From an optimization exercise on the open Yosys and OpenROAD flow, aimed at small area and a short achievable clock period; shortcuts taken in it are not production practice.

// mac
module mac(
    input [15:0] x1,
    input [15:0] x2,
    input clk,
    input rst,
    input en,
    output [39:0] y
    );
clock: 12.0 ns
lec_check: 0
abc_area: 1
cap_margin: 20
core_margin: 2
core_utilization: 40
setup_slack_margin: 5
slew_margin: 20
synth_hierarchical: 1
standard.sh (not shown) runs the stock make flow with config.mk's settings and CLKGATE_MAP_FILE= SYNTH_SCRIPT=/design/flow/synth_recipe.tcl, a recipe that flattens the netlist after the stock synthesis.
==> flow/flow/run.sh <==
#!/bin/bash
MARGIN=${MARGIN:-6}
bash standard.sh SETUP_SLACK_MARGIN=$MARGIN "BUFFER_PORTS_ARGS=-buffer_cell sky130_fd_sc_hd__buf_2" finish > standard.log 2>&1
Next try:
==> flow/flow/run.sh (replaced) <==
#!/bin/bash
# The standard layout (standard.sh: ORFS synthesis to final layout) with a
# few extra ORFS settings; the clock, constraints and synthesis script are
# unchanged. Settings come from flow/params.sh:
#   MARGIN      setup slack that repair_timing aims for (ns)
#   PORTBUF     cell used to buffer every input and output port
#   EXTRA       further ORFS make variables
set -u
. flow/params.sh
bash standard.sh SETUP_SLACK_MARGIN=$MARGIN "BUFFER_PORTS_ARGS=-buffer_cell $PORTBUF" $EXTRA finish > standard.log 2>&1
==> flow/flow/params.sh (new file) <==
MARGIN=7
PORTBUF=sky130_fd_sc_hd__buf_2
EXTRA=""
What happened: Count of clock-buffer cells in the layout is lower by 1. Final area went up by a quarter to a third. Wire length grows by about a fifth. Core utilization climbs by 14 points. Via count rises by about a fifth. Synthesized area stays the same.
No run of this note included a check of the RTL's function; only the layout flow was run.

* * *

Starting RTL as in the previous note.
==> flow/config.mk <==
export PLATFORM = sky130hd
export DESIGN_NAME = mac
export DESIGN_NICKNAME = mac
export VERILOG_FILES = /design/flow/design.v
export SDC_FILE = /design/flow/constraint.sdc
export NUM_CORES = 4
export LEC_CHECK = 0
export ABC_AREA = 1
export CAP_MARGIN = 20
export CORE_MARGIN = 2
export CORE_UTILIZATION = 40
export SETUP_SLACK_MARGIN = 5
export SLEW_MARGIN = 20
export SYNTH_HIERARCHICAL = 1
==> flow/constraint.sdc <==
create_clock -name core_clock -period 12.0 [get_ports {clk}]
set_input_delay 2.4000 -clock core_clock [delete_from_list [all_inputs] [get_ports {clk}]]
set_output_delay 2.4000 -clock core_clock [all_outputs]
set_load 0.01 [all_outputs]
==> flow/flow/run.sh <==
#!/bin/bash
MARGIN=${MARGIN:-6}
bash standard.sh SETUP_SLACK_MARGIN=$MARGIN "BUFFER_PORTS_ARGS=-buffer_cell sky130_fd_sc_hd__buf_1" finish > standard.log 2>&1
The starting point finished with timing, DRC and antenna clean.
==> next run, changes <==
==> flow/flow/run.sh (replaced) <==
#!/bin/bash
MARGIN=${MARGIN:-6}
bash standard.sh SETUP_SLACK_MARGIN=$MARGIN finish > standard.log 2>&1
What happened: Utilization is higher by 2.5 points; area after synthesis does not change; via count is lower by 1.4%; setup slack gets worse by 48 ps; hold slack barely changes; routed wire length is lower by 2.0%.
Function was not checked in any run of this note: the RTL went through the layout flow alone.

* * *

## T
Another version of the RTL of mac (not shown whole).
For scale: about 75 I/O pins, ~9100 um2 of cells after synthesis.
clock: 12.0 ns
lec_check: 0
abc_area: 1
cap_margin: 20
core_margin: 2
core_utilization: 60
cts_buf_list: sky130_fd_sc_hd__clkbuf_4 sky130_fd_sc_hd__clkbuf_8
setup_slack_margin: 5
slew_margin: 20
synth_hierarchical: 1
==> flow/flow/run.sh <==
#!/bin/bash
# The standard layout (standard.sh: ORFS synthesis to final layout) with a
# few extra ORFS settings; the clock, constraints and synthesis script are
# unchanged. Settings come from flow/params.sh:
#   MARGIN      setup slack that repair_timing aims for (ns)
#   PORTBUF     cell used to buffer every input and output port
#   EXTRA       further ORFS make variables
set -u
. flow/params.sh
bash standard.sh SETUP_SLACK_MARGIN=$MARGIN "BUFFER_PORTS_ARGS=-buffer_cell $PORTBUF" $EXTRA finish > standard.log 2>&1
==> flow/flow/params.sh <==
MARGIN=6.5
PORTBUF=sky130_fd_sc_hd__buf_1
EXTRA="ABC_LOAD_IN_FF=2"
The inputs of R differ from those of T as listed below.
==> flow/flow/params.sh <==
MARGIN=6.8
PORTBUF=sky130_fd_sc_hd__buf_1
EXTRA="ABC_LOAD_IN_FF=2"
## What came out
Cmp R vs T: global routing usage on met3 lower in R. Diff T -> R: routed wire length now sits higher; count of clock-buffer cells in the layout decreased by 3 relative to the old numbers. Looking at slack of the critical path across both flows, R is the stronger of the two, with T trailing.
No functional check of the RTL was part of any run of this note.

[separate check: timing with driven ports]
The results above use ideal ports. As a check the final layouts listed here were re-extracted and re-timed, cells and wires unchanged. Step 1 assumes that a clkbuf_16 drives the clock port and a buf_2 every other input. Step 2 also shifts input and output timing later by t, the mid clock arrival at the registers, as if the neighbouring blocks saw the same clock. Slacks: ideal / step 1 / step 2; pairs: ideal / step 1.
run	t (ns)	slack for setup (ns)	hold WS [ns]	worst slew at a driven data input, ns	cell pins on the clock port's net
the first run of note 1	0.389	6.319 / 6.275 / 6.020	0.595 / 0.595 / 0.595	0.03	1
the second run of note 1	0.394	6.662 / 6.618 / 6.286	0.645 / 0.645 / 0.645	0.08	1
the first run of note 2	0.398	6.273 / 6.225 / 5.936	0.602 / 0.602 / 0.602	0.04	1
the second run of note 2	0.394	6.225 / 6.179 / 5.873	0.603 / 0.603 / 0.603	0.04	1
T	0.426	6.575 / 6.585 / 6.170	0.607 / 0.607 / 0.607	0.04	1
R	0.410	6.775 / 6.776 / 6.366	0.588 / 0.588 / 0.588	0.06	1
After both steps every run listed still meets setup and hold. The setup slack of R, which loses most, moves by +0.001 ns with the drivers and by -0.409 ns with both steps.
